This design comes from an exercise in tuning for small area, a short achievable clock period and few clock cycles on the open sky130 flow, not from production work.
The RTL was checked by simulation tests, not by an equivalence proof against the original design.

`design.v`:
```
module DivDebug(
  input         clock,
                reset,
                io_v,
  input  [31:0] io_a,
                io_b,
  input  [1:0]  io_op,
  output [31:0] io_res,
  output        io_res_valid
);
  localparam [2:0] S_IDLE = 3'd0, S_BIAS = 3'd1, S_ALIGN = 3'd2, S_DIV = 3'd3,
                   S_FIX = 3'd4, S_DONE = 3'd5;
  reg [2:0]  state;
  reg [32:0] R;       
  reg [32:0] Dx;      
  reg [31:0] Q;       
  reg [4:0]  cnt;
  reg        cin;     
  reg        valid;
  wire signd = ~io_op[0];
  wire in_sa = signd & io_a[31];
  wire in_sb = signd & io_b[31];
  wire in_bz = ~|io_b;
  wire in_fix = io_op[1] ? in_sa : (in_sa ^ in_sb);
  wire sa  = in_sa;                
  wire rq  = io_op[1];             
  wire fix = in_fix;               
  wire nq  = in_fix & ~io_op[1];   
  wire [32:0] Dld = {in_sb, io_b} ^ {33{in_sb ^ (state == S_IDLE)}};
  wire [33:0] T1 = {R, 1'b1} + {Dx, cin};
  wire [32:0] T = T1[33:1];
  wire        acc = T[32] ~^ sa;
  wire        grow = acc & (Dx[32] ~^ Dx[31]) & (~(Dx[32] ^ cin) | (Dx[30] ^ cin));
  wire [7:0]  nzR, nzD;
  wire [7:0]  zDup;     
  genvar n;
  generate
    for (n = 0; n < 8; n = n + 1) begin : nib
      assign nzR[n] = R[32]  ? ~&R[4*n+3:4*n]  : |R[4*n+3:4*n];
      assign nzD[n] = Dx[32] ? ~&Dx[4*n+3:4*n] : |Dx[4*n+3:4*n];
      assign zDup[n] = ~|nzD[7:n];
    end
  endgenerate
  wire        big = |(nzR[7:1] & zDup[6:0]);
  wire        last = (state == S_DIV) ? (cnt == 5'd1) : (cnt == 5'd0);
  wire        step = (state == S_DIV) | ((state == S_ALIGN) & ~grow & ~big);
  wire [31:0] Qn = {Q[30:0], (acc & step) ^ nq};
  always @(posedge clock) begin
    if (reset) begin
      state <= S_IDLE;
      valid <= 1'b0;
    end else begin
      valid <= 1'b0;
      case (state)
        S_IDLE: if (io_v) begin
          state <= in_bz ? S_DONE : (in_sa ? S_BIAS : S_ALIGN);
          valid <= in_bz;
        end
        S_BIAS: state <= S_ALIGN;
        S_ALIGN, S_DIV: if (step & last) begin
          state <= fix ? S_FIX : S_DONE;
          valid <= ~fix;
        end else if (step) state <= S_DIV;
        S_FIX: begin state <= S_DONE; valid <= 1'b1; end
        default: state <= S_IDLE;
      endcase
    end
  end
  always @(posedge clock) begin
    Q <= Qn;
    case (state)
      S_IDLE: begin
        R   <= {in_sa & ~in_bz, io_a | {32{in_bz & ~io_op[1]}}};
        Dx  <= Dld | {33{in_sa}};
        Q   <= {32{in_fix & ~io_op[1]}};
        cnt <= 5'd0;
        cin <= ~in_sa & ~in_sb;
      end
      S_BIAS: begin
        R   <= T;
        Dx  <= Dld;
        cin <= in_sb;
      end
      S_ALIGN, S_DIV: begin
        if (!step) begin
          if (big) begin
            Dx  <= {Dx[28:0], {4{cin}}};
            cnt <= cnt + 5'd4;
          end else begin
            Dx  <= {Dx[31:0], cin};
            cnt <= cnt + 5'd1;
          end
        end else begin
          if (state == S_DIV) cnt <= cnt - 5'd1;
          if (last) begin
            if (rq) begin if (acc) R <= T; end
            else R <= {1'b0, Qn};
            Dx  <= 33'd0;
            cin <= 1'b1;
          end else begin
            if (acc) R <= T;
            Dx <= {Dx[32], Dx[32:1]};
          end
        end
      end
      S_FIX: begin
        R  <= T;
        Dx <= Dld;
      end
      default: Dx <= Dld;
    endcase
  end
  assign io_res = R[31:0];
  assign io_res_valid = valid;
endmodule
```
`flow/run.sh`:
```
#!/bin/bash
# The standard layout (the standard.sh, unchanged synthesis and steps), with
# plain sky130_fd_sc_hd__buf_1 cells as the port buffers instead of the default.
set -euo pipefail
export BUFFER_PORTS_ARGS="-buffer_cell sky130_fd_sc_hd__buf_1"
bash standard.sh > standard_sh.log 2>&1
```
`standard.sh`:
```
#!/bin/bash
# synth_recipe.tcl (not shown) runs the flow's synth.tcl, then flattens the netlist and writes it again
# the make line also repeats each setting of config.mk as NAME=value (left out here)
make -C /OpenROAD-flow-scripts/flow DESIGN_CONFIG=/design/flow/config.mk WORK_HOME=/design/flow/orfs CLKGATE_MAP_FILE= SYNTH_SCRIPT=/design/flow/synth_recipe.tcl "${@:-finish}"
```
`config.mk`:
```
export PLATFORM = sky130hd
export DESIGN_NAME = DivDebug
export DESIGN_NICKNAME = DivDebug
export VERILOG_FILES = /design/flow/design.v
export SDC_FILE = /design/flow/constraint.sdc
export NUM_CORES = 4
export LEC_CHECK = 0
export ABC_AREA = 1
export CAP_MARGIN = 20
export CORE_MARGIN = 2
export CORE_UTILIZATION = 40
export GPL_ROUTABILITY_DRIVEN = 0
export SETUP_SLACK_MARGIN = 3.6
export SLEW_MARGIN = 20
export TNS_END_PERCENT = 5
```
`constraint.sdc`:
```
create_clock -name core_clock -period 6.0 [get_ports {clock}]
set_input_delay 1.2000 -clock core_clock [delete_from_list [all_inputs] [get_ports {clock}]]
set_output_delay 1.2000 -clock core_clock [all_outputs]
set_load 0.01 [all_outputs]
```
==> results_tabular.tex, run 1 <==
\begin{tabular}{lr}
\hline
Metric & Value \\
\hline
\multicolumn{2}{l}{\textbf{Place}} \\
\quad Number of input and output port buffers inserted & 101 \\
\quad Half-perimeter wire length after placement & 21090 um \\
\multicolumn{2}{l}{\textbf{Setup path}} \\
\quad Sort of element at the start of the critical path & flop \\
\quad Crit-path most repeated cell & nand2\_4 \\
\quad Worst path required time & 6.13 ns \\
\quad Top cell family by delay on the critical path & simple AND/OR/NAND/NOR gates \\
\quad Sort of element at the end of the critical path & flop \\
\quad Highest cell delay on the worst timing path & 0.50 ns \\
\quad Critical path type & flop to flop \\
\quad CP cell instances & ha\_4, a21o\_1, a21oi\_2, nand2\_2, a21oi\_4, nand2\_4, nand2\_4, nand3\_4, nand2\_8, nand2\_4, nand2\_4, nand2\_8, inv\_8, nand3\_4, buf\_16 \\
\quad Worst path slowest cell & edfxtp\_1 \\
\quad Bufs and invs on worst path & 2 \\
\quad Critical path peak fanout & 8 \\
\quad Worst Path Arrival & 2.98 ns \\
\multicolumn{2}{l}{\textbf{GRT}} \\
\quad Number of global-route vias before repair & 8488 \\
\quad Largest net degree at the start of global routing & 35 \\
\quad Antenna violations before repair & 1 \\
\quad All-layer global routing usage & 0.2877 \\
\quad First-pass GRT wire length & 48380 um \\
\quad Grt total ovfl & 0 \\
\multicolumn{2}{l}{\textbf{Floorplan}} \\
\quad X dimension of the die & 148.5 um \\
\quad Row Count & 52 \\
\quad Floorplan die area & 22060 um\^{}2 \\
\quad Die Height & 148.5 um \\
\quad Number of I/O pins & 102 \\
\quad Total core area & 20360 um\^{}2 \\
\quad Initial cell density of the core & 0.4103 \\
\multicolumn{2}{l}{\textbf{STA}} \\
\quad \# setup viols final & 0 \\
\quad Accumulated negative setup slack & 0 ns \\
\quad WHS & 0.4463 ns \\
\quad RSZ-0062 raised after global routing & yes \\
\quad Maximum operating frequency & 350.3 MHz \\
\quad Final number of hold-violating endpoints & 0 \\
\quad Ratio of final minimum period to clock period & 0.4758 \\
\quad Final Max Slew Viols & 0 \\
\quad Clock Skews & 0.01374 ns \\
\quad Measured slew at the worst slew-check pin & 0.6151 ns \\
\quad Shortest clock period the worst path allows after layout & 2.855 ns \\
\quad Max-slew headroom & 0.5877 \\
\multicolumn{2}{l}{\textbf{Synth}} \\
\quad Share of the synthesized area in compound gates (AO/OA/AOI/OAI) & 0.1996 \\
\quad Cell accounting for the most synthesized area & dfxtp\_1 \\
\quad Post-Synth XOR/XNOR Area & 0.06184 \\
\quad Post-synthesis adder-cell area fraction & 0.05930 \\
\quad Share of synthesized area occupied by flip-flops and latches & 0.3043 \\
\quad Simple-Gate Fraction of Synth Area & 0.2640 \\
\quad Multiplexer fraction of the synthesized cell area & 0.002396 \\
\quad Post-synthesis average cell area & 7.093 um\^{}2 \\
\quad Share of the synthesized area in the top cell type & 0.1605 \\
\quad Synth area leaders & dfxtp\_1 16\%, edfxtp\_1 14\%, nand2\_1 12\% \\
\quad Count of different cell masters after synthesis & 52 \\
\quad Synthesized netlist net count & 1286 \\
\quad Post-synthesis instance area & 8356 um\^{}2 \\
\quad Number of synthesized flops with an enable pin & 40 \\
\quad Largest family of logic cells by synthesized area & simple AND/OR/NAND/NOR gates \\
\quad Ys Warns & 1 \\
\quad Post-synth top flop & dfxtp\_1 \\
\quad Gate Count Post-Synth & 1178 \\
\quad FF+latch count, synth & 107 \\
\quad Fraction of registers with async set/reset & 0 \\
\multicolumn{2}{l}{\textbf{Final layout}} \\
\quad Total of fill cells in the finished design & 1948 \\
\quad Count of nets after finishing & 1449 \\
\quad Fraction of final layout cells with drive strength greater than 1 & 0.2162 \\
\quad P\&R area growth vs syn & 30.08\% \\
\quad Antenna cells & 0 \\
\multicolumn{2}{l}{\textbf{CTS}} \\
\quad Clock latency at the later pin of the worst-skew pair & 0.37 ns \\
\quad H-tree Lvls & 3 \\
\quad Number of buffers inserted by hold repair at cts & 0 \\
\quad Root buf cell & clkbuf\_16 \\
\quad Clock tree from TritonCTS & yes \\
\quad Post-CTS clock slew at the launch and capture registers of the worst setup and hold paths & 0.08 ns \\
\quad Count of clock tree sinks & 107 \\
\quad Maximum buffer depth of the clock tree & 2 \\
\quad Number of buffers created by CTS & 9 \\
\multicolumn{2}{l}{\textbf{Drt}} \\
\quad Count of TritonRoute iterations in the first routing pass & 6 \\
\quad Routed Antenna Nets & 0 \\
\quad Number of design rule violations left after detail routing & 0 \\
\quad Violation count after the first detailed-route iteration & 829 \\
\quad Total detailed-routing wirelength & 32080 um \\
\quad Avg Vias per Cell & 5.574 \\
\quad Mean routed wirelength per cell & 19.85 um \\
\quad Number of vias in the routed layout & 9008 \\
\multicolumn{2}{l}{\textbf{Hold path}} \\
\quad Worst hold-check path type & flop to flop \\
\multicolumn{2}{l}{\textbf{Run status}} \\
\quad Outcome & complete, no violations \\
\multicolumn{2}{l}{\textbf{Flow run}} \\
\quad Max-cap check violation count & 0 \\
\hline
\end{tabular}
-- metrics by stage --
| step | setup WS (ns) | util | area, um^2 | cells |
|---|---|---|---|---|
| after floorplan | 3.281 | - | 8677 | 1178 |
| after global placement | 2.262 | 0.4413 | 8986 | 1483 |
| after detailed placement | 2.235 | 0.4413 | 8986 | 1483 |
| after CTS | 3.208 | 0.5114 | 10420 | 1587 |
| after global routing | 3.057 | 0.5337 | 10870 | 1616 |
| final | 3.145 | 0.5337 | 10870 | 1616 |
-- Yosys cell counts, drive strengths merged, types with 3 or more instances --
library cell and count:
nand2 278, o21ai 135, inv 114, nor2 104
a21oi 71, dfxtp 67, buf 51, nand3 51
edfxtp 40, xor2 40, ha 38, o211ai 29
nand4 24, clkbuf 23, xnor2 19, nor3 14
nand3b 12, nor4 12, o2111ai 11, o22ai 8
o21bai 5, a221oi 4, a31oi 4, a21boi 3
a21o 3, o21a 3, o221ai 3
-- worst min-delay path, cell delays in order (launching register included) --
cell and delay, ns:
dfxtp_1 0.32, nand2_1 0.05, nand2_1 0.04
-- path summary, 6_finish.rpt --
check / start / to / slack [ns] / cells past startpoint
min reg2reg: Q[28] / Q[29] / 0.45 / 2
max: R[20] / R[16] / 3.15 / 15
min: Q[28] / Q[29] / 0.45 / 2
max reg2reg: R[20] / R[16] / 3.15 / 15
-- area by class of cell --
| class | count | area, um^2 | share of cell area |
|---|---|---|---|
| multi-input combinational | 886 | 5643 | 0.5192 |
| sequential | 107 | 2566 | 0.2361 |
| timing repair buffer | 220 | 1498 | 0.1378 |
| inverter | 115 | 488.0 | 0.04489 |
| tap | 270 | 337.8 | 0.03108 |
| clock buffer | 9 | 225.2 | 0.02072 |
| clock inverter | 7 | 97.59 | 0.008979 |
| timing repair inverter | 2 | 13.76 | 0.001266 |
-- kinds of logic (layout without fill, tap and decap cells) --
kind of cell / Yosys count / count (layout)
adders and majority gates: 39 / 39
and+or+nand+nor: 497 / 501
DFF: 107 / 107
xor gates and xnor gates: 59 / 59
AOI/OAI and AO/OA: 285 / 285
buffers and inverters: 189 / 353
muxes: 2 / 2
-- repair_timing --
item	in CTS	in global routing
cloned	8	3
setup endpoints to repair	146	157
setup buffers	80	26
pin swaps	27	29
gates resized for setup	89	55
-- cells in the final DEF, fill, tap and decap left out, types with 8 or more instances in the layout --
master     count
a21oi_1       61
a21oi_2        9
buf_1        100
buf_12         9
buf_4         96
clkbuf_16     10
dfxtp_1       48
dfxtp_2       19
edfxtp_1      40
ha_1          10
ha_4          28
inv_1         95
inv_2         11
nand2_1      253
nand2_2       12
nand3_1       43
nand3b_1      12
nand4_1       24
nor2_1        84
nor2_2        13
nor2_4         9
nor3_1        11
nor4_1        11
o2111ai_1      8
o211ai_1      29
o21ai_0      115
o21ai_1       13
o22ai_1        8
xnor2_1       19
xor2_1        40
-- routing by layer --
metal	track usage	up-vias	routed length, um
li1	-	4338	-
met1	0.3829	4222	13580
met2	0.4681	361	14880
met3	0.04571	85	2311
met4	0.1152	2	1300
met5	0	-	10
-- state kept, by name, summed over array words and instances (netlist names) --
signal and flops:
state 3, cnt 5, Dx 33, R 33
valid 1, Q 31, cin 1
Testbench counts, summed over its fixed seeds: cycles 35,308.
==> run 2: changes to the inputs <==
--- a/config.mk
+++ b/config.mk
@@ -7,9 +7,8 @@
 export LEC_CHECK = 0
 export ABC_AREA = 1
-export CAP_MARGIN = 20
+export CAP_MARGIN = 5
 export CORE_MARGIN = 2
 export CORE_UTILIZATION = 40
-export GPL_ROUTABILITY_DRIVEN = 0
 export SETUP_SLACK_MARGIN = 3.6
-export SLEW_MARGIN = 20
+export SLEW_MARGIN = 5
 export TNS_END_PERCENT = 5
==> run 2 against run 1 <==
Net effect: global-route usage shrank 1.3 points; sequential share of layout area grew 0.87 points; critical path depth is the same; flip-flop and latch count is the same; first-iteration DRC count shrank 19%; register-to-register slack is essentially flat; fmax is essentially flat; largest cell class unchanged; highest routed layer is now met4.
==> results_tabular.tex, run 2 <==
\begin{tabular}{lr}
\hline
Metric & Value \\
\hline
\multicolumn{2}{l}{\textbf{Run status}} \\
\quad Outcome & complete, no violations \\
\multicolumn{2}{l}{\textbf{Setup path}} \\
\quad Top cell family by delay on the critical path & compound AO/OA/AOI/OAI gates \\
\quad Worst path slowest cell & edfxtp\_1 \\
\quad Bufs and invs on worst path & 3 \\
\quad Critical R2R Launch & R[21] \\
\quad Crit-path most repeated cell & buf\_4 \\
\quad Worst path required time & 6.11 ns \\
\quad Worst Path Arrival & 2.97 ns \\
\quad R2R Path End & R[25] \\
\quad Reg2reg setup slack & 3.14 ns \\
\quad Sort of element at the start of the critical path & flop \\
\quad Highest cell delay on the worst timing path & 0.51 ns \\
\quad CP cell instances & ha\_4, a21o\_1, a21oi\_2, nand2\_2, a21oi\_4, nand2\_4, nand2\_1, nand3\_4, nand2\_8, buf\_4, nor2\_4, buf\_12, buf\_4, a21oi\_1, o21ai\_1 \\
\quad Critical path type & flop to flop \\
\quad Sort of element at the end of the critical path & flop \\
\quad Number of cells on the worst reg-to-reg path & 15 \\
\quad Critical path peak fanout & 11 \\
\multicolumn{2}{l}{\textbf{Drt}} \\
\quad Number of design rule violations left after detail routing & 0 \\
\quad Number of vias in the routed layout & 8899 \\
\quad Avg Vias per Cell & 5.604 \\
\quad Routed Antenna Nets & 0 \\
\quad Mean routed wirelength per cell & 19.47 um \\
\quad Count of TritonRoute iterations in the first routing pass & 6 \\
\quad Violation count after the first detailed-route iteration & 670 \\
\quad Total detailed-routing wirelength & 30920 um \\
\multicolumn{2}{l}{\textbf{Floorplan}} \\
\quad Initial cell density of the core & 0.4103 \\
\quad Row Count & 52 \\
\quad Die Height & 148.5 um \\
\quad Number of I/O pins & 102 \\
\quad X dimension of the die & 148.5 um \\
\quad Total core area & 20360 um\^{}2 \\
\quad Floorplan die area & 22060 um\^{}2 \\
\multicolumn{2}{l}{\textbf{Hold path}} \\
\quad Worst hold-check path type & flop to flop \\
\quad Number of cells on the worst hold path & 2 \\
\quad Endpoint of the worst hold path & Q[9] \\
\quad Hold\_sp & Q[8] \\
\multicolumn{2}{l}{\textbf{Final layout}} \\
\quad Count of nets after finishing & 1420 \\
\quad Total of fill cells in the finished design & 1975 \\
\quad Registers with the most flip-flops & Dx (33), R (33), Q (31) \\
\quad Fraction of final layout cells with drive strength greater than 1 & 0.1822 \\
\quad P\&R area growth vs syn & 25.02\% \\
\quad Commonest cells after routing, fill and taps aside & 259 x nand2\_1, 113 x o21ai\_0, 100 x buf\_1, 95 x inv\_1, 88 x nor2\_1 \\
\quad Footprint of the multi-input gates & 5583 um\^{}2 \\
\quad Total area of sequential cells & 2557 um\^{}2 \\
\quad Post-route standard cell area excluding fillers & 10450 um\^{}2 \\
\quad Most common library cell in the layout ignoring fill and taps & nand2\_1 \\
\multicolumn{2}{l}{\textbf{Synth}} \\
\quad Cell with the most instances after synthesis & nand2\_1 \\
\quad Number of synthesized flops with an enable pin & 40 \\
\quad Post-Synth XOR/XNOR Area & 0.06184 \\
\quad Synthesized netlist net count & 1286 \\
\quad Cell accounting for the most synthesized area & dfxtp\_1 \\
\quad Share of synthesized area occupied by flip-flops and latches & 0.3043 \\
\quad Gate Count Post-Synth & 1178 \\
\quad Share of the synthesized area in the top cell type & 0.1605 \\
\quad Post-synthesis instance area & 8356 um\^{}2 \\
\quad Ys Warns & 1 \\
\quad Post-synthesis adder-cell area fraction & 0.05930 \\
\quad Post-synthesis average cell area & 7.093 um\^{}2 \\
\quad Count of different cell masters after synthesis & 52 \\
\quad Ranking of synthesized cells by instance count & 266 x nand2\_1, 124 x o21ai\_0, 104 x inv\_1, 98 x nor2\_1, 68 x a21oi\_1 \\
\quad Share of the synthesized area in compound gates (AO/OA/AOI/OAI) & 0.1996 \\
\quad Largest family of logic cells by synthesized area & simple AND/OR/NAND/NOR gates \\
\quad Post-synth top flop & dfxtp\_1 \\
\quad Simple-Gate Fraction of Synth Area & 0.2640 \\
\quad Multiplexer fraction of the synthesized cell area & 0.002396 \\
\quad Fraction of registers with async set/reset & 0 \\
\quad FF+latch count, synth & 107 \\
\quad Synth area leaders & dfxtp\_1 16\%, edfxtp\_1 14\%, nand2\_1 12\% \\
\multicolumn{2}{l}{\textbf{STA}} \\
\quad Final number of hold-violating endpoints & 0 \\
\quad RSZ-0062 raised after global routing & yes \\
\quad Shortest clock period the worst path allows after layout & 2.858 ns \\
\quad Maximum operating frequency & 349.9 MHz \\
\quad Measured slew at the worst slew-check pin & 0.6560 ns \\
\quad Ratio of final minimum period to clock period & 0.4763 \\
\quad Accumulated negative setup slack & 0 ns \\
\quad Clock Skews & 0.01397 ns \\
\quad Final Max Slew Viols & 0 \\
\quad Max-slew headroom & 0.5581 \\
\quad \# setup viols final & 0 \\
\multicolumn{2}{l}{\textbf{GRT}} \\
\quad Largest net degree at the start of global routing & 51 \\
\quad Number of global-route vias before repair & 8157 \\
\quad Grt total ovfl & 0 \\
\quad All-layer global routing usage & 0.2744 \\
\quad Antenna violations before repair & 1 \\
\quad First-pass GRT wire length & 46690 um \\
\multicolumn{2}{l}{\textbf{CTS}} \\
\quad Number of buffers inserted by hold repair at cts & 0 \\
\quad Clock tree from TritonCTS & yes \\
\quad Number of buffers created by CTS & 9 \\
\quad Clock latency at the later pin of the worst-skew pair & 0.36 ns \\
\quad Root buf cell & clkbuf\_16 \\
\quad H-tree Lvls & 3 \\
\quad Post-CTS clock slew at the launch and capture registers of the worst setup and hold paths & 0.08 ns \\
\quad Count of clock tree sinks & 107 \\
\quad Maximum buffer depth of the clock tree & 2 \\
\multicolumn{2}{l}{\textbf{Place}} \\
\quad Half-perimeter wire length after placement & 21250 um \\
\quad Placed cell areas & 8994 um\^{}2 \\
\quad Final weighted congestion in routability-driven placement & 0.9088 \\
\quad Number of input and output port buffers inserted & 101 \\
\multicolumn{2}{l}{\textbf{Flow run}} \\
\quad Max-cap check violation count & 0 \\
\hline
\end{tabular}
-- run 2: kinds of logic after synthesis --
group / Yosys count
AO/OA/AOI/OAI: 285
XOR/XNOR: 59
adder cells (fa/ha/maj): 39
AND/OR/NAND/NOR: 497
buffers and inverters: 189
flip-flops: 107
multiplexers: 2
-- run 2: how the worst max path moves through the flow --
stage / startpoint / to / slack [ns] / cells after the start
after CTS: R[9] / R[22] / 3.16 / 18
after floorplan: R[7] / R[0] / 3.28 / 17
after detailed placement: io_b[31] / R[17] / 2.28 / 12
after global routing: R[25] / R[24] / 3.05 / 16
after global placement: io_b[25] / R[17] / 2.32 / 12
final: R[21] / R[25] / 3.14 / 15
-- run 2: layout make-up --
type,count,share of cell area
timing repair inverter,1,0.0004791
antenna,1,0.0002395
timing repair buffer,192,0.1095
clock buffer,11,0.02527
sequential,107,0.2448
tap,270,0.03234
multi-input combinational,886,0.5344
inverter,115,0.04515
clock inverter,5,0.007785
-- run 2: through the flow --
stage                       util  hold slack [ns]  cells  worst slack, ns
after detailed placement  0.4416           0.4330   1484            2.277
after global placement    0.4416           0.4255   1484            2.317
final                     0.5130           0.4399   1588            3.142
after global routing      0.5128           0.4659   1587            3.054
after floorplan                -           0.4188   1178            3.281
after CTS                 0.4897           0.4432   1556            3.156
-- run 2: metal layers --
layer	track usage	share of wire	vias to the layer above
li1	-	-	4270
met1	0.3750	0.44	4229
met2	0.4433	0.47	344
met3	0.04110	0.061	56
met4	0.09619	0.035	0
met5	0	0	-
-- run 2: repair_timing --
item,4_1_cts,5_1_grt
pin swaps,10,17
setup endpoints to repair,146,152
gates resized for setup,46,54
setup buffers,51,30
cloned,5,1
-- run 2: tightest hold or removal path, cell delays in order, from the launching register on --
cell and delay (ns):
dfxtp_1 0.31, nand2_1 0.06, nand2_1 0.04
==> run 3: changes to the inputs <==
--- a/config.mk
+++ b/config.mk
@@ -7,8 +7,10 @@
 export LEC_CHECK = 0
 export ABC_AREA = 1
-export CAP_MARGIN = 5
+export CAP_MARGIN = 20
 export CORE_MARGIN = 2
 export CORE_UTILIZATION = 40
+export CTS_BUF_LIST = sky130_fd_sc_hd__clkbuf_8
+export CTS_CLUSTER_SIZE = 10
 export SETUP_SLACK_MARGIN = 3.6
-export SLEW_MARGIN = 5
+export SLEW_MARGIN = 20
 export TNS_END_PERCENT = 5
==> run 3 against run 2 <==
Net effect: cell area is 3.5% higher; non-clock buffer count is 27 higher; via count is 1.6% higher; count of clock-buffer cells in the layout is 1 lower; area after synthesis stayed put; critical path depth stayed put; utilization is 1.8 points higher; clock skew is 0.00089 ns higher; cell count is 1.8% higher; critical path type unchanged.
==> results_tabular.tex, run 3 <==
\begin{tabular}{lr}
\hline
Metric & Value \\
\hline
\multicolumn{2}{l}{\textbf{Final layout}} \\
\quad P\&R area growth vs syn & 29.42\% \\
\quad Fraction of final layout cells with drive strength greater than 1 & 0.2192 \\
\quad Commonest cells after routing, fill and taps aside & 251 x nand2\_1, 115 x o21ai\_0, 101 x buf\_1, 101 x buf\_4, 95 x inv\_1 \\
\quad Count of nets after finishing & 1449 \\
\quad Most common library cell in the layout ignoring fill and taps & nand2\_1 \\
\quad Registers with the most flip-flops & Dx (33), R (33), Q (31) \\
\quad Antenna cells & 0 \\
\quad Post-layout instance count excluding filler cells & 1616 \\
\multicolumn{2}{l}{\textbf{STA}} \\
\quad Max-slew headroom & 0.5546 \\
\quad WHS & 0.4383 ns \\
\quad Measured slew at the worst slew-check pin & 0.6644 ns \\
\quad Final Max Slew Viols & 0 \\
\quad Final number of hold-violating endpoints & 0 \\
\quad Maximum operating frequency & 348.0 MHz \\
\quad Accumulated negative setup slack & 0 ns \\
\quad Shortest clock period the worst path allows after layout & 2.874 ns \\
\quad Ratio of final minimum period to clock period & 0.4789 \\
\quad \# setup viols final & 0 \\
\quad Clock Skews & 0.01487 ns \\
\quad RSZ-0062 raised after global routing & yes \\
\multicolumn{2}{l}{\textbf{Run status}} \\
\quad Outcome & complete, no violations \\
\multicolumn{2}{l}{\textbf{GRT}} \\
\quad Largest net degree at the start of global routing & 35 \\
\quad First-pass GRT wire length & 48660 um \\
\quad Number of global-route vias before repair & 8474 \\
\quad Antenna violations before repair & 0 \\
\quad Grt total ovfl & 0 \\
\quad All-layer global routing usage & 0.2873 \\
\multicolumn{2}{l}{\textbf{Synth}} \\
\quad Fraction of registers with async set/reset & 0 \\
\quad Share of the synthesized area in the top cell type & 0.1605 \\
\quad Synth area leaders & dfxtp\_1 16\%, edfxtp\_1 14\%, nand2\_1 12\% \\
\quad Synthesized netlist net count & 1286 \\
\quad Post-Synth XOR/XNOR Area & 0.06184 \\
\quad Largest family of logic cells by synthesized area & simple AND/OR/NAND/NOR gates \\
\quad Share of the synthesized area in compound gates (AO/OA/AOI/OAI) & 0.1996 \\
\quad Ranking of synthesized cells by instance count & 266 x nand2\_1, 124 x o21ai\_0, 104 x inv\_1, 98 x nor2\_1, 68 x a21oi\_1 \\
\quad Simple-Gate Fraction of Synth Area & 0.2640 \\
\quad Multiplexer fraction of the synthesized cell area & 0.002396 \\
\quad Number of synthesized flops with an enable pin & 40 \\
\quad FF+latch count, synth & 107 \\
\quad Share of synthesized area occupied by flip-flops and latches & 0.3043 \\
\quad Count of different cell masters after synthesis & 52 \\
\quad Post-synthesis instance area & 8356 um\^{}2 \\
\quad Post-synth top flop & dfxtp\_1 \\
\quad Cell accounting for the most synthesized area & dfxtp\_1 \\
\quad Post-synthesis adder-cell area fraction & 0.05930 \\
\quad Cell with the most instances after synthesis & nand2\_1 \\
\quad Ys Warns & 1 \\
\quad Gate Count Post-Synth & 1178 \\
\quad Post-synthesis average cell area & 7.093 um\^{}2 \\
\multicolumn{2}{l}{\textbf{Floorplan}} \\
\quad Initial cell density of the core & 0.4103 \\
\quad Die Height & 148.5 um \\
\quad Number of I/O pins & 102 \\
\quad X dimension of the die & 148.5 um \\
\quad Floorplan die area & 22060 um\^{}2 \\
\quad Total core area & 20360 um\^{}2 \\
\quad Row Count & 52 \\
\multicolumn{2}{l}{\textbf{Setup path}} \\
\quad Critical path peak fanout & 6 \\
\quad Sort of element at the end of the critical path & flop \\
\quad Sort of element at the start of the critical path & flop \\
\quad Worst Path Arrival & 3.04 ns \\
\quad Critical path type & flop to flop \\
\quad Worst path required time & 6.17 ns \\
\multicolumn{2}{l}{\textbf{CTS}} \\
\quad Root buf cell & clkbuf\_8 \\
\quad Count of clock tree sinks & 107 \\
\quad Clock latency at the later pin of the worst-skew pair & 0.40 ns \\
\quad Number of buffers created by CTS & 9 \\
\quad Post-CTS clock slew at the launch and capture registers of the worst setup and hold paths & 0.12 ns \\
\quad Maximum buffer depth of the clock tree & 2 \\
\quad Clock tree from TritonCTS & yes \\
\quad H-tree Lvls & 3 \\
\multicolumn{2}{l}{\textbf{Flow run}} \\
\quad Max-cap check violation count & 0 \\
\multicolumn{2}{l}{\textbf{Drt}} \\
\quad Routed Antenna Nets & 0 \\
\quad Number of design rule violations left after detail routing & 0 \\
\quad Count of TritonRoute iterations in the first routing pass & 8 \\
\quad Violation count after the first detailed-route iteration & 815 \\
\quad Avg Vias per Cell & 5.594 \\
\quad Total detailed-routing wirelength & 32300 um \\
\quad Mean routed wirelength per cell & 19.99 um \\
\quad Number of vias in the routed layout & 9040 \\
\multicolumn{2}{l}{\textbf{Hold path}} \\
\quad Worst hold-check path type & flop to flop \\
\multicolumn{2}{l}{\textbf{Place}} \\
\quad Final weighted congestion in routability-driven placement & 0.9088 \\
\quad Placed Instances & 1484 \\
\quad Number of input and output port buffers inserted & 101 \\
\quad Half-perimeter wire length after placement & 21250 um \\
\hline
\end{tabular}
run 3: cell counts after synthesis:
Identical to the previous run, type by type.
run 3: per-layer routing:
metal / vias to the layer above / wire length (um) / global-route usage
met5: - / 0 / 0
met4: 0 / 1093 / 0.1100
met3: 61 / 2302 / 0.04785
met2: 356 / 15010 / 0.4604
met1: 4304 / 13890 / 0.3889
li1: 4319 / - / -
run 3: worst paths after layout:
kind | depth (start not counted) | to | start | slack [ns]
max | 15 | R[31] | R[23] | 3.13
min | 2 | Q[9] | Q[8] | 0.44
max reg2reg | 15 | R[31] | R[23] | 3.13
min reg2reg | 2 | Q[9] | Q[8] | 0.44
run 3: critical path: stages, from the launching register on:
cell and delay (ns):
edfxtp_1 0.49, ha_4 0.30, a21o_1 0.18, a21oi_2 0.16, nand2_2 0.11, a21oi_4 0.27
nand2_4 0.10, nand2_4 0.07, nand3_4 0.10, nand2_8 0.11, buf_12 0.13, nor2_4 0.05
buf_12 0.14, buf_12 0.13, a221oi_2 0.23, nand2_1 0.07
run 3: logic make-up (layout without fill, tap and decap cells):
family | count (synthesis) | count (layout)
AND/OR/NAND/NOR | 497 | 501
AO/OA/AOI/OAI | 285 | 285
buffers and inverters | 189 | 353
flip-flops | 107 | 107
XOR/XNOR | 59 | 59
adder cells (fa/ha/maj) | 39 | 39
multiplexers | 2 | 2
run 3: what timing repair did:
action / in CTS / in global routing
gates resized for setup: 75 / 63
hold buffers: 0 / 0
setup endpoints to repair: 146 / 168
cloned: 8 / 3
pin swaps: 25 / 33
setup buffers: 84 / 21
run 3: cell type report:
type,instances,area [um^2]
clock inverter,6,111.4
multi-input combinational,886,5692
timing repair buffer,219,1466
clock buffer,10,137.6
fill,1932,9550
sequential,107,2561
timing repair inverter,3,22.52
inverter,115,485.5
tap,270,337.8
run 3: stage by stage:
| step | util | cell area, um^2 | setup WS, ns |
|---|---|---|---|
| after floorplan | - | 8677 | 3.281 |
| after global routing | 0.5310 | 10810 | 3.030 |
| final | 0.5310 | 10810 | 3.126 |
| after detailed placement | 0.4416 | 8994 | 2.277 |
| after CTS | 0.5090 | 10360 | 3.187 |
| after global placement | 0.4416 | 8994 | 2.317 |
==> run 4: changes to the inputs <==
--- a/design.v
+++ b/design.v
@@ -25,6 +25,6 @@
   wire sa  = in_sa;                
   wire rq  = io_op[1];             
-  wire fix = in_fix;               
-  wire nq  = in_fix & ~io_op[1];   
+  wire fix = in_fix & ~in_bz;      
+  wire nq  = fix & ~io_op[1];      
   wire [32:0] Dld = {in_sb, io_b} ^ {33{in_sb ^ (state == S_IDLE)}};
   wire [33:0] T1 = {R, 1'b1} + {Dx, cin};
@@ -54,6 +54,5 @@
       case (state)
         S_IDLE: if (io_v) begin
-          state <= in_bz ? S_DONE : (in_sa ? S_BIAS : S_ALIGN);
-          valid <= in_bz;
+          state <= in_bz ? S_DIV : (in_sa ? S_BIAS : S_ALIGN);
         end
         S_BIAS: state <= S_ALIGN;
@@ -71,9 +70,9 @@
     case (state)
       S_IDLE: begin
-        R   <= {in_sa & ~in_bz, io_a | {32{in_bz & ~io_op[1]}}};
+        R   <= {in_sa, io_a};
         Dx  <= Dld | {33{in_sa}};
-        Q   <= {32{in_fix & ~io_op[1]}};
-        cnt <= 5'd0;
-        cin <= ~in_sa & ~in_sb;
+        Q   <= {32{nq | in_bz}};
+        cnt <= {4'd0, in_bz};
+        cin <= (~in_sa & ~in_sb) | in_bz;
       end
       S_BIAS: begin
--- a/config.mk
+++ b/config.mk
@@ -10,7 +10,5 @@
 export CORE_MARGIN = 2
 export CORE_UTILIZATION = 40
-export CTS_BUF_LIST = sky130_fd_sc_hd__clkbuf_8
-export CTS_CLUSTER_SIZE = 10
-export SETUP_SLACK_MARGIN = 3.6
+export SETUP_SLACK_MARGIN = 3.3
 export SLEW_MARGIN = 20
 export TNS_END_PERCENT = 5
==> run 4 against run 3 <==
Net effect: still clean; critical endpoint is now R[15]; critical path type unchanged; clock skew down 0.0013 ns; area after synthesis down 2.8%.
==> results_tabular.tex, run 4 <==
\begin{tabular}{lr}
\hline
Metric & Value \\
\hline
\multicolumn{2}{l}{\textbf{Setup path}} \\
\quad CP cell instances & ha\_4, nand2\_1, inv\_1, nand2\_2, nand2\_2, nand2\_2, nand3\_2, nand2\_2, nand2\_4, nand2\_4, nand2\_4, nand2\_4, nand3\_4, nand2\_8, buf\_4, nor2\_4, buf\_12, a221oi\_1, o21ai\_0 \\
\quad Bufs and invs on worst path & 3 \\
\quad Critical path peak fanout & 11 \\
\quad Worst path slowest cell & edfxtp\_1 \\
\quad Worst Path Arrival & 2.99 ns \\
\quad Worst path required time & 6.10 ns \\
\quad Highest cell delay on the worst timing path & 0.45 ns \\
\quad Critical path type & flop to flop \\
\quad Top cell family by delay on the critical path & simple AND/OR/NAND/NOR gates \\
\quad Sort of element at the start of the critical path & flop \\
\quad Sort of element at the end of the critical path & flop \\
\multicolumn{2}{l}{\textbf{Synth}} \\
\quad Number of synthesized flops with an enable pin & 40 \\
\quad Fraction of registers with async set/reset & 0 \\
\quad Post-synth top flop & dfxtp\_1 \\
\quad Gate Count Post-Synth & 1102 \\
\quad Count of different cell masters after synthesis & 56 \\
\quad Synth area leaders & dfxtp\_1 17\%, edfxtp\_1 15\%, nand2\_1 9.2\% \\
\quad Post-synthesis instance area & 8125 um\^{}2 \\
\quad Ys Warns & 1 \\
\quad Share of the synthesized area in the top cell type & 0.1651 \\
\quad FF+latch count, synth & 107 \\
\quad Post-synthesis average cell area & 7.373 um\^{}2 \\
\quad Cell accounting for the most synthesized area & dfxtp\_1 \\
\quad Ranking of synthesized cells by instance count & 199 x nand2\_1, 116 x o21ai\_0, 110 x inv\_1, 89 x nor2\_1, 67 x dfxtp\_1 \\
\quad Share of synthesized area occupied by flip-flops and latches & 0.3129 \\
\quad Synthesized netlist net count & 1210 \\
\quad Cell with the most instances after synthesis & nand2\_1 \\
\multicolumn{2}{l}{\textbf{Flow run}} \\
\quad Max-cap check violation count & 0 \\
\multicolumn{2}{l}{\textbf{Drt}} \\
\quad Violation count after the first detailed-route iteration & 743 \\
\quad Avg Vias per Cell & 5.520 \\
\quad Number of design rule violations left after detail routing & 0 \\
\quad Mean routed wirelength per cell & 18.52 um \\
\quad Routed Antenna Nets & 0 \\
\quad Total detailed-routing wirelength & 28470 um \\
\quad Number of vias in the routed layout & 8485 \\
\quad Count of TritonRoute iterations in the first routing pass & 6 \\
\multicolumn{2}{l}{\textbf{STA}} \\
\quad WHS & 0.4606 ns \\
\quad \# setup viols final & 0 \\
\quad Accumulated negative setup slack & 0 ns \\
\quad RSZ-0062 raised after global routing & yes \\
\quad Measured slew at the worst slew-check pin & 0.7671 ns \\
\quad Maximum operating frequency & 345.2 MHz \\
\quad Ratio of final minimum period to clock period & 0.4828 \\
\quad Shortest clock period the worst path allows after layout & 2.897 ns \\
\quad Clock Skews & 0.01360 ns \\
\quad Final number of hold-violating endpoints & 0 \\
\quad Max-slew headroom & 0.4880 \\
\quad Final Max Slew Viols & 0 \\
\multicolumn{2}{l}{\textbf{Floorplan}} \\
\quad Row Count & 52 \\
\quad Number of I/O pins & 102 \\
\quad Floorplan die area & 21470 um\^{}2 \\
\quad X dimension of the die & 146.5 um \\
\quad Initial cell density of the core & 0.4042 \\
\quad Total core area & 20100 um\^{}2 \\
\quad Die Height & 146.5 um \\
\multicolumn{2}{l}{\textbf{GRT}} \\
\quad Grt total ovfl & 0 \\
\quad All-layer global routing usage & 0.2428 \\
\quad Number of global-route vias before repair & 7449 \\
\quad First-pass GRT wire length & 40650 um \\
\quad Largest net degree at the start of global routing & 33 \\
\quad Antenna violations before repair & 0 \\
\multicolumn{2}{l}{\textbf{Run status}} \\
\quad Outcome & complete, no violations \\
\multicolumn{2}{l}{\textbf{CTS}} \\
\quad Root buf cell & clkbuf\_16 \\
\quad Clock tree from TritonCTS & yes \\
\quad Number of buffers inserted by hold repair at cts & 0 \\
\quad Maximum buffer depth of the clock tree & 2 \\
\quad Post-CTS clock slew at the launch and capture registers of the worst setup and hold paths & 0.08 ns \\
\quad Clock latency at the later pin of the worst-skew pair & 0.37 ns \\
\quad H-tree Lvls & 3 \\
\quad Number of buffers created by CTS & 9 \\
\quad Count of clock tree sinks & 107 \\
\multicolumn{2}{l}{\textbf{Final layout}} \\
\quad Fraction of final layout cells with drive strength greater than 1 & 0.2281 \\
\quad Count of nets after finishing & 1370 \\
\quad Registers with the most flip-flops & Dx (33), R (33), Q (31) \\
\quad Antenna cells & 0 \\
\quad P\&R area growth vs syn & 30.41\% \\
\quad Commonest cells after routing, fill and taps aside & 177 x nand2\_1, 112 x o21ai\_0, 107 x inv\_1, 102 x buf\_4, 101 x buf\_1 \\
\quad Most common library cell in the layout ignoring fill and taps & nand2\_1 \\
\quad Total of fill cells in the finished design & 1883 \\
\multicolumn{2}{l}{\textbf{Place}} \\
\quad Half-perimeter wire length after placement & 18820 um \\
\quad Final weighted congestion in routability-driven placement & 0.9562 \\
\quad Number of input and output port buffers inserted & 101 \\
\multicolumn{2}{l}{\textbf{Hold path}} \\
\quad Worst hold-check path type & flop to flop \\
\hline
\end{tabular}
[run 4: cell types whose count changed in the layout (fill, tap and decap cells not counted), moves of 8 or more]
cell       change
a21oi_1       -17
a221oi_1      +10
clkbuf_16      +9
clkbuf_8      -10
inv_1         +12
nand2_1       -74
nand2_2       +11
nand3_1        -9
nor2_1         -9
o211ai_1       -9
o221ai_1      +19
xnor2_1        +8
[run 4: kinds of logic after synthesis]
family / Yosys count / share of synthesized area
adder cells (fa/ha/maj): 39 / 0.06098
buffers and inverters: 191 / 0.1083
multiplexers: 2 / 0.002464
XOR/XNOR: 64 / 0.06899
flip-flops: 107 / 0.3129
AND/OR/NAND/NOR: 416 / 0.2293
AO/OA/AOI/OAI: 283 / 0.2171
[run 4: area by class of cell]
| cell class | instances | area (um^2) | share of cell area |
|---|---|---|---|
| multi-input cells | 812 | 5602 | 0.5286 |
| flip-flops and latches | 107 | 2555 | 0.2411 |
| repair buffers | 213 | 1326 | 0.1252 |
| inverters | 118 | 475.5 | 0.04487 |
| well taps | 270 | 337.8 | 0.03188 |
| clock buffers | 9 | 225.2 | 0.02125 |
| clock inverters | 7 | 67.56 | 0.006376 |
| repair inverters | 1 | 7.507 | 0.0007085 |
[run 4: what timing repair did]
action	4_1_cts	5_1_grt
setup endpoints to repair	144	144
endpoints found under the hold margin	0	0
buffers inserted	35	70
resized for setup	28	114
gates cloned	5	5
pin swaps	7	44
[run 4: tightest hold or removal path: stages, from the launching register on]
cell and delay (ns):
dfxtp_1 0.31, nand2_1 0.06, nand2_1 0.05
[run 4: worst paths after layout]
path	from	end	slack, ns	depth (start not counted)
setup / recovery	R[3]	R[15]	3.10	19
hold / removal	Q[8]	Q[9]	0.46	2
hold reg to reg	Q[8]	Q[9]	0.46	2
setup reg to reg	R[3]	R[15]	3.10	19
[run 4: routing by layer]
| layer | global-route usage | vias up | share of wire |
|---|---|---|---|
| li1 | - | 4122 | - |
| met1 | 0.3198 | 4011 | 0.43 |
| met2 | 0.3981 | 297 | 0.47 |
| met3 | 0.03750 | 55 | 0.056 |
| met4 | 0.1005 | 0 | 0.035 |
| met5 | 0 | - | 0 |
[run 4: per-stage QoR]
stage | worst slack [ns] | cell area, um^2 | utilization | std cells
CTS | 3.115 | 9370 | 0.4661 | 1462
floorplan | 3.306 | 8284 | - | 1102
detailed placement | 2.401 | 8623 | 0.4289 | 1406
global placement | 2.274 | 8616 | 0.4286 | 1406
global route | 3.012 | 10600 | 0.5271 | 1537
finish | 3.103 | 10600 | 0.5271 | 1537
Testbench counts of run 4, summed over its fixed seeds: cycles 35,497.
==> run 5: changes to the inputs <==
--- a/config.mk
+++ b/config.mk
@@ -10,5 +10,5 @@
 export CORE_MARGIN = 2
 export CORE_UTILIZATION = 40
-export SETUP_SLACK_MARGIN = 3.3
+export SETUP_SLACK_MARGIN = 3.6
 export SLEW_MARGIN = 20
 export TNS_END_PERCENT = 5
==> run 5 against run 4 <==
Net effect: worst hold slack got worse by 0.0041 ns; still clean on timing, DRC and antenna; synthesized cell count unchanged; via count decreased by 1.5%; routed wire length increased by 1.5%; setup slack improved by 0.082 ns; global-route usage increased by 1.9 points; utilization decreased by 0.96 points; critical path type unchanged; cell count decreased by 1.6%; critical path depth decreased by 3.
==> results_tabular.tex, run 5 <==
\begin{tabular}{lr}
\hline
Metric & Value \\
\hline
\multicolumn{2}{l}{\textbf{Synth}} \\
\quad Count of different cell masters after synthesis & 56 \\
\quad Share of the synthesized area in compound gates (AO/OA/AOI/OAI) & 0.2171 \\
\quad Cell with the most instances after synthesis & nand2\_1 \\
\quad Simple-Gate Fraction of Synth Area & 0.2293 \\
\quad Share of the synthesized area in the top cell type & 0.1651 \\
\quad Synth area leaders & dfxtp\_1 17\%, edfxtp\_1 15\%, nand2\_1 9.2\% \\
\quad Ys Warns & 1 \\
\quad Gate Count Post-Synth & 1102 \\
\quad Largest family of logic cells by synthesized area & simple AND/OR/NAND/NOR gates \\
\quad Multiplexer fraction of the synthesized cell area & 0.002464 \\
\quad Post-synthesis adder-cell area fraction & 0.06098 \\
\quad Share of synthesized area occupied by flip-flops and latches & 0.3129 \\
\quad Cell accounting for the most synthesized area & dfxtp\_1 \\
\quad Post-synthesis average cell area & 7.373 um\^{}2 \\
\quad Ranking of synthesized cells by instance count & 199 x nand2\_1, 116 x o21ai\_0, 110 x inv\_1, 89 x nor2\_1, 67 x dfxtp\_1 \\
\quad Post-synthesis instance area & 8125 um\^{}2 \\
\quad Number of synthesized flops with an enable pin & 40 \\
\quad FF+latch count, synth & 107 \\
\quad Post-synth top flop & dfxtp\_1 \\
\quad Synthesized netlist net count & 1210 \\
\quad Post-Synth XOR/XNOR Area & 0.06899 \\
\quad Fraction of registers with async set/reset & 0 \\
\multicolumn{2}{l}{\textbf{Setup path}} \\
\quad Worst path slowest cell & edfxtp\_1 \\
\quad Critical path peak fanout & 11 \\
\quad Sort of element at the start of the critical path & flop \\
\quad Critical path type & flop to flop \\
\quad Worst Path Arrival & 2.94 ns \\
\quad Sort of element at the end of the critical path & flop \\
\quad Highest cell delay on the worst timing path & 0.48 ns \\
\quad CP cell instances & buf\_4, buf\_4, nor4\_4, a21oi\_1, nand3\_1, nand2\_1, nor2\_4, nand2\_8, nor2\_4, nand2\_8, nand2\_8, buf\_4, nand2\_2, xnor2\_2, nand2\_1, nand2\_1 \\
\quad Worst path required time & 6.13 ns \\
\multicolumn{2}{l}{\textbf{Final layout}} \\
\quad P\&R area growth vs syn & 28.04\% \\
\quad Post-layout instance count excluding filler cells & 1513 \\
\quad Fraction of final layout cells with drive strength greater than 1 & 0.2140 \\
\quad Registers with the most flip-flops & Dx (33), R (33), Q (31) \\
\quad Util after Layout & 0.5175 \\
\quad Most common library cell in the layout ignoring fill and taps & nand2\_1 \\
\quad Total of fill cells in the finished design & 1981 \\
\quad Count of nets after finishing & 1346 \\
\quad Commonest cells after routing, fill and taps aside & 183 x nand2\_1, 111 x o21ai\_0, 104 x inv\_1, 101 x buf\_1, 80 x buf\_4 \\
\quad Antenna cells & 0 \\
\multicolumn{2}{l}{\textbf{GRT}} \\
\quad Peak-usage layer in the global routing report & met2 \\
\quad Met3 Resource Use GR & 0.03875 \\
\quad Grt total ovfl & 0 \\
\quad Number of global-route vias before repair & 7940 \\
\quad GR met1 Demand/Resource & 0.3292 \\
\quad First-pass GRT wire length & 43720 um \\
\quad Largest net degree at the start of global routing & 33 \\
\quad All-layer global routing usage & 0.2620 \\
\quad Met2 GRT Util & 0.4380 \\
\quad Antenna violations before repair & 0 \\
\multicolumn{2}{l}{\textbf{Drt}} \\
\quad Total detailed-routing wirelength & 28900 um \\
\quad Number of design rule violations left after detail routing & 0 \\
\quad Number of vias in the routed layout & 8357 \\
\quad Mean routed wirelength per cell & 19.10 um \\
\quad Count of TritonRoute iterations in the first routing pass & 5 \\
\quad Routed Antenna Nets & 0 \\
\quad Avg Vias per Cell & 5.523 \\
\quad Violation count after the first detailed-route iteration & 818 \\
\multicolumn{2}{l}{\textbf{STA}} \\
\quad Final number of hold-violating endpoints & 0 \\
\quad Final worst slack & 3.185 ns \\
\quad RSZ-0062 raised after global routing & yes \\
\quad Shortest clock period the worst path allows after layout & 2.815 ns \\
\quad Maximum operating frequency & 355.2 MHz \\
\quad Final Max Slew Viols & 0 \\
\quad Ratio of final minimum period to clock period & 0.4692 \\
\quad \# setup viols final & 0 \\
\quad Max-slew headroom & 0.4433 \\
\quad Accumulated negative setup slack & 0 ns \\
\quad Clock Skews & 0.01452 ns \\
\quad Measured slew at the worst slew-check pin & 0.8342 ns \\
\multicolumn{2}{l}{\textbf{CTS}} \\
\quad Clock tree from TritonCTS & yes \\
\quad Count of clock tree sinks & 107 \\
\quad Number of buffers created by CTS & 9 \\
\quad Clock latency at the later pin of the worst-skew pair & 0.37 ns \\
\quad Post-CTS clock slew at the launch and capture registers of the worst setup and hold paths & 0.07 ns \\
\quad Maximum buffer depth of the clock tree & 2 \\
\quad Number of buffers inserted by hold repair at cts & 0 \\
\quad H-tree Lvls & 3 \\
\quad Root buf cell & clkbuf\_16 \\
\multicolumn{2}{l}{\textbf{Floorplan}} \\
\quad Number of I/O pins & 102 \\
\quad Row Count & 52 \\
\quad Die Height & 146.5 um \\
\quad X dimension of the die & 146.5 um \\
\quad Total core area & 20100 um\^{}2 \\
\quad Floorplan die area & 21470 um\^{}2 \\
\quad Initial cell density of the core & 0.4042 \\
\multicolumn{2}{l}{\textbf{Place}} \\
\quad Number of input and output port buffers inserted & 101 \\
\quad Final weighted congestion in routability-driven placement & 0.9506 \\
\quad Placed Instances & 1408 \\
\quad Half-perimeter wire length after placement & 19570 um \\
\quad Setup WS pre-CTS & 2.537 ns \\
\multicolumn{2}{l}{\textbf{Flow run}} \\
\quad Max-cap check violation count & 0 \\
\multicolumn{2}{l}{\textbf{Hold path}} \\
\quad Worst hold-check path type & flop to flop \\
\multicolumn{2}{l}{\textbf{Run status}} \\
\quad Outcome & complete, no violations \\
\hline
\end{tabular}
[run 5: changes by cell type in the layout (fill, tap and decap cells not counted), moves of 3 or more]
cell	previous run	this run
buf_12	7	3
buf_4	102	80
buf_6	1	5
inv_1	107	104
inv_2	5	9
nand2_1	177	183
nand2_2	24	18
nor2_1	76	79
nor2_4	11	8
nor4_2	0	3
[run 5: logic make-up after synthesis]
kind of cell    after synthesis
buf+inv                     191
fa+ha+maj                    39
flops                       107
simple gates                416
mux                           2
xor+xnor                     64
compound gates              283
[run 5: worst max-delay path: cells and delay by family (launching register included)]
kind | cells | cell delay, ns
buffers and inverters | 3 | 0.47
xor gates and xnor gates | 1 | 0.14
DFF | 1 | 0.48
and+or+nand+nor | 11 | 1.32
AOI/OAI and AO/OA | 1 | 0.14
[run 5: metal layers]
metal | routed length [um] | vias to the layer above
li1 | - | 4067
met1 | 12290 | 3943
met2 | 13850 | 280
met3 | 1464 | 67
met4 | 1287 | 0
met5 | 0 | -
[run 5: cell type report]
type | count | area, um^2 | share of cell area
Timing Repair Buffer | 191 | 1149 | 0.1104
Inverter | 118 | 464.2 | 0.04462
Tap cell | 270 | 337.8 | 0.03247
Sequential cell | 107 | 2557 | 0.2458
Clock inverter | 3 | 22.52 | 0.002165
Timing Repair inverter | 2 | 10.01 | 0.0009621
Clock buffer | 13 | 302.8 | 0.02910
Multi-Input combinational cell | 809 | 5560 | 0.5345
[run 5: final timing paths]
path,from,to,slack (ns),cells past startpoint
hold / removal,Q[2],Q[3],0.46,2
setup / recovery,R[7],R[0],3.18,16
hold reg to reg,Q[2],Q[3],0.46,2
setup reg to reg,R[7],R[0],3.18,16
[run 5: what timing repair did]
| item | in CTS | in global routing |
|---|---|---|
| gates cloned | 9 | 1 |
| buffers inserted | 65 | 14 |
| pin swaps | 27 | 24 |
| endpoints found under the setup margin | 145 | 153 |
| resized for setup | 82 | 37 |
[run 5: metrics by stage]
stage | hold WS (ns) | cell area [um^2]
floorplan | 0.4274 | 8438
global placement | 0.4467 | 8783
detailed placement | 0.4500 | 8783
CTS | 0.4608 | 10110
global route | 0.4849 | 10400
finish | 0.4565 | 10400
==> run 6: changes to the inputs <==
--- a/config.mk
+++ b/config.mk
@@ -9,5 +9,5 @@
 export CAP_MARGIN = 20
 export CORE_MARGIN = 2
-export CORE_UTILIZATION = 40
+export CORE_UTILIZATION = 60
 export SETUP_SLACK_MARGIN = 3.6
 export SLEW_MARGIN = 20
==> run 6 against run 5 <==
Net effect: still clean on timing, DRC and antenna; critical path depth down 5; flip-flop and latch count unchanged; worst hold slack worse by 0.017 ns; clock skew up 0.0056 ns; synthesized cell count unchanged; via count up 7.6%; register-to-register slack worse by 0.09 ns; critical endpoint is now R[24].
==> results_tabular.tex, run 6 <==
\begin{tabular}{lr}
\hline
Metric & Value \\
\hline
\multicolumn{2}{l}{\textbf{Run status}} \\
\quad Outcome & complete, no violations \\
\multicolumn{2}{l}{\textbf{Floorplan}} \\
\quad Number of I/O pins & 102 \\
\quad Die Height & 120.4 um \\
\quad X dimension of the die & 120.4 um \\
\quad Row Count & 42 \\
\quad Floorplan die area & 14490 um\^{}2 \\
\quad Initial cell density of the core & 0.6136 \\
\quad Total core area & 13240 um\^{}2 \\
\multicolumn{2}{l}{\textbf{Final layout}} \\
\quad Commonest cells after routing, fill and taps aside & 182 x nand2\_1, 110 x o21ai\_0, 105 x inv\_1, 101 x buf\_1, 84 x buf\_4 \\
\quad Fraction of final layout cells with drive strength greater than 1 & 0.2191 \\
\quad P\&R area growth vs syn & 28.75\% \\
\quad Count of nets after finishing & 1358 \\
\quad Util after Layout & 0.7900 \\
\quad Registers with the most flip-flops & Dx (33), R (33), Q (31) \\
\quad Antenna cells & 0 \\
\quad Most common library cell in the layout ignoring fill and taps & nand2\_1 \\
\multicolumn{2}{l}{\textbf{Hold path}} \\
\quad Worst hold-check path type & flop to flop \\
\multicolumn{2}{l}{\textbf{Synth}} \\
\quad Post-Synth XOR/XNOR Area & 0.06899 \\
\quad Post-synthesis average cell area & 7.373 um\^{}2 \\
\quad Gate Count Post-Synth & 1102 \\
\quad Fraction of registers with async set/reset & 0 \\
\quad Cell accounting for the most synthesized area & dfxtp\_1 \\
\quad Post-synthesis instance area & 8125 um\^{}2 \\
\quad Post-synthesis adder-cell area fraction & 0.06098 \\
\quad Synthesized netlist net count & 1210 \\
\quad Largest family of logic cells by synthesized area & simple AND/OR/NAND/NOR gates \\
\quad Share of the synthesized area in the top cell type & 0.1651 \\
\quad Share of the synthesized area in compound gates (AO/OA/AOI/OAI) & 0.2171 \\
\quad Number of synthesized flops with an enable pin & 40 \\
\quad Simple-Gate Fraction of Synth Area & 0.2293 \\
\quad FF+latch count, synth & 107 \\
\quad Post-synth top flop & dfxtp\_1 \\
\quad Cell with the most instances after synthesis & nand2\_1 \\
\quad Ys Warns & 1 \\
\quad Count of different cell masters after synthesis & 56 \\
\quad Synth area leaders & dfxtp\_1 17\%, edfxtp\_1 15\%, nand2\_1 9.2\% \\
\quad Multiplexer fraction of the synthesized cell area & 0.002464 \\
\quad Share of synthesized area occupied by flip-flops and latches & 0.3129 \\
\quad Ranking of synthesized cells by instance count & 199 x nand2\_1, 116 x o21ai\_0, 110 x inv\_1, 89 x nor2\_1, 67 x dfxtp\_1 \\
\multicolumn{2}{l}{\textbf{Drt}} \\
\quad Number of vias in the routed layout & 8993 \\
\quad Mean routed wirelength per cell & 20.90 um \\
\quad Number of design rule violations left after detail routing & 0 \\
\quad Violation count after the first detailed-route iteration & 1035 \\
\quad Routed Antenna Nets & 0 \\
\quad Count of TritonRoute iterations in the first routing pass & 6 \\
\quad Avg Vias per Cell & 6.284 \\
\quad Total detailed-routing wirelength & 29910 um \\
\multicolumn{2}{l}{\textbf{Place}} \\
\quad Final weighted congestion in routability-driven placement & 0.9886 \\
\quad Half-perimeter wire length after placement & 18410 um \\
\quad Number of input and output port buffers inserted & 101 \\
\multicolumn{2}{l}{\textbf{STA}} \\
\quad Final Max Slew Viols & 0 \\
\quad Measured slew at the worst slew-check pin & 0.8462 ns \\
\quad RSZ-0062 raised after global routing & yes \\
\quad \# setup viols final & 0 \\
\quad Final number of hold-violating endpoints & 0 \\
\quad Ratio of final minimum period to clock period & 0.4835 \\
\quad Shortest clock period the worst path allows after layout & 2.901 ns \\
\quad Accumulated negative setup slack & 0 ns \\
\quad Maximum operating frequency & 344.7 MHz \\
\quad Max-slew headroom & 0.4345 \\
\quad Clock Skews & 0.02014 ns \\
\multicolumn{2}{l}{\textbf{CTS}} \\
\quad Clock latency at the later pin of the worst-skew pair & 0.38 ns \\
\quad Number of buffers inserted by hold repair at cts & 0 \\
\quad Number of buffers created by CTS & 9 \\
\quad Post-CTS clock slew at the launch and capture registers of the worst setup and hold paths & 0.10 ns \\
\quad H-tree Lvls & 3 \\
\quad Maximum buffer depth of the clock tree & 2 \\
\quad Count of clock tree sinks & 107 \\
\quad Clock tree from TritonCTS & yes \\
\quad Root buf cell & clkbuf\_16 \\
\multicolumn{2}{l}{\textbf{Setup path}} \\
\quad Bufs and invs on worst path & 5 \\
\quad Worst path slowest cell & nor2\_2 \\
\quad CP cell instances & inv\_1, nor2\_1, inv\_1, nor2\_2, inv\_1, nor2\_4, nand2\_8, nand2\_8, clkinv\_8, nand3\_4, clkbuf\_16 \\
\quad Sort of element at the start of the critical path & flop \\
\quad Crit-path most repeated cell & inv\_1 \\
\quad Highest cell delay on the worst timing path & 0.56 ns \\
\quad Critical path type & flop to flop \\
\quad Top cell family by delay on the critical path & simple AND/OR/NAND/NOR gates \\
\quad Worst Path Arrival & 2.99 ns \\
\quad Sort of element at the end of the critical path & flop \\
\quad Critical path peak fanout & 27 \\
\quad Worst path required time & 6.08 ns \\
\multicolumn{2}{l}{\textbf{Flow run}} \\
\quad Max-cap check violation count & 0 \\
\multicolumn{2}{l}{\textbf{GRT}} \\
\quad First-pass GRT wire length & 42900 um \\
\quad Number of global-route vias before repair & 8198 \\
\quad Grt total ovfl & 0 \\
\quad Antenna violations before repair & 0 \\
\quad Largest net degree at the start of global routing & 43 \\
\quad All-layer global routing usage & 0.3841 \\
\hline
\end{tabular}
## run 6: cell counts after synthesis
Identical to the previous run, type by type.
## run 6: logic make-up (layout without fill, tap and decap cells)
| logic type | after synthesis | in the layout |
|---|---|---|
| fa+ha+maj | 39 | 39 |
| xor+xnor | 64 | 64 |
| compound gates | 283 | 284 |
| simple gates | 416 | 425 |
| mux | 2 | 2 |
| buf+inv | 191 | 334 |
| flops | 107 | 107 |
## run 6: worst register-to-register path: stages, from the launching register on
cell,delay [ns]
dfxtp_1,0.39
inv_1,0.09
nor2_1,0.17
inv_1,0.35
nor2_2,0.56
inv_1,0.18
nor2_4,0.22
nand2_8,0.10
nand2_8,0.14
clkinv_8,0.09
nand3_4,0.12
clkbuf_16,0.19
## run 6: final timing paths
check	endpoint	slack [ns]	from	cells after the start
max	R[24]	3.10	state[1]	11
min	Q[3]	0.44	Q[2]	2
max reg2reg	R[24]	3.10	state[1]	11
min reg2reg	Q[3]	0.44	Q[2]	2
## run 6: final cells by class
| cell class | instances | area (um^2) |
|---|---|---|
| fillers | 962 | 2781 |
| multi-input cells | 814 | 5640 |
| well taps | 176 | 220.2 |
| repair inverters | 2 | 12.51 |
| flip-flops and latches | 107 | 2549 |
| inverters | 118 | 479.2 |
| repair buffers | 198 | 1241 |
| clock buffers | 9 | 225.2 |
| clock inverters | 7 | 93.84 |
## run 6: routing by layer
layer	up-vias	part of all wire	global-route usage
li1	4121	-	-
met1	4115	0.38	0.4889
met2	607	0.46	0.6204
met3	150	0.11	0.07642
met4	0	0.061	0.1926
met5	-	0	0
## run 6: timing repair
action                                  CTS  global route
gates resized for setup                  69            58
pin swaps                                18            26
endpoints found under the hold margin     0             0
buffers inserted                         63            28
cloned                                    8             6
endpoints found under the setup margin  146           158
## run 6: stage by stage
step                      std cells  hold slack (ns)  instance area (um^2)  worst slack [ns]
after CTS                      1397           0.4504                  9883             3.139
final                          1431           0.4392                 10460             3.099
after global placement         1310           0.4360                  8636             2.355
after floorplan                1102           0.4274                  8438             3.333
after global routing           1431           0.4775                 10460             2.953
after detailed placement       1310           0.4427                  8636             2.338

separate check: timing with driven ports:
No port has a modelled driver above. Below, the same layouts with a new extraction and two added sets of constraints.
Step 1 sets driving cells, clkbuf_16 on the clock port and buf_2 on the other inputs (assumed; they add their load-dependent delay and slew).
Step 2, shift: input delay + t, output delay - t, t = (earliest + latest rising clock arrival at the registers) / 2. This alone moves slack from input paths to output paths.
Three values: ideal ports, drivers, drivers and shift; two values: the first two.
run | t (ns) | slack for setup (ns) | hold WS [ns] | slew at the worst register clock pin (ns) | worst slew at a driven data input, ns
run 1 | 0.411 | 3.145 / 3.145 / 2.869 | 0.446 / 0.446 / 0.446 | 0.08 / 0.08 | 0.04
run 2 | 0.403 | 3.142 / 3.142 / 2.808 | 0.440 / 0.440 / 0.440 | 0.08 / 0.08 | 0.04
run 3 | 0.439 | 3.126 / 3.126 / 2.818 | 0.438 / 0.438 / 0.438 | 0.12 / 0.12 | 0.04
run 4 | 0.411 | 3.103 / 3.103 / 2.807 | 0.461 / 0.461 / 0.461 | 0.08 / 0.08 | 0.03
run 5 | 0.407 | 3.185 / 3.185 / 2.940 | 0.457 / 0.457 / 0.457 | 0.08 / 0.08 | 0.04
run 6 | 0.414 | 3.099 / 3.099 / 2.776 | 0.439 / 0.439 / 0.439 | 0.10 / 0.10 | 0.08
After both steps every run listed still meets setup and hold. For run 2, which loses most, drivers alone change the setup slack by 0.000 ns; drivers and shift together by -0.334 ns.
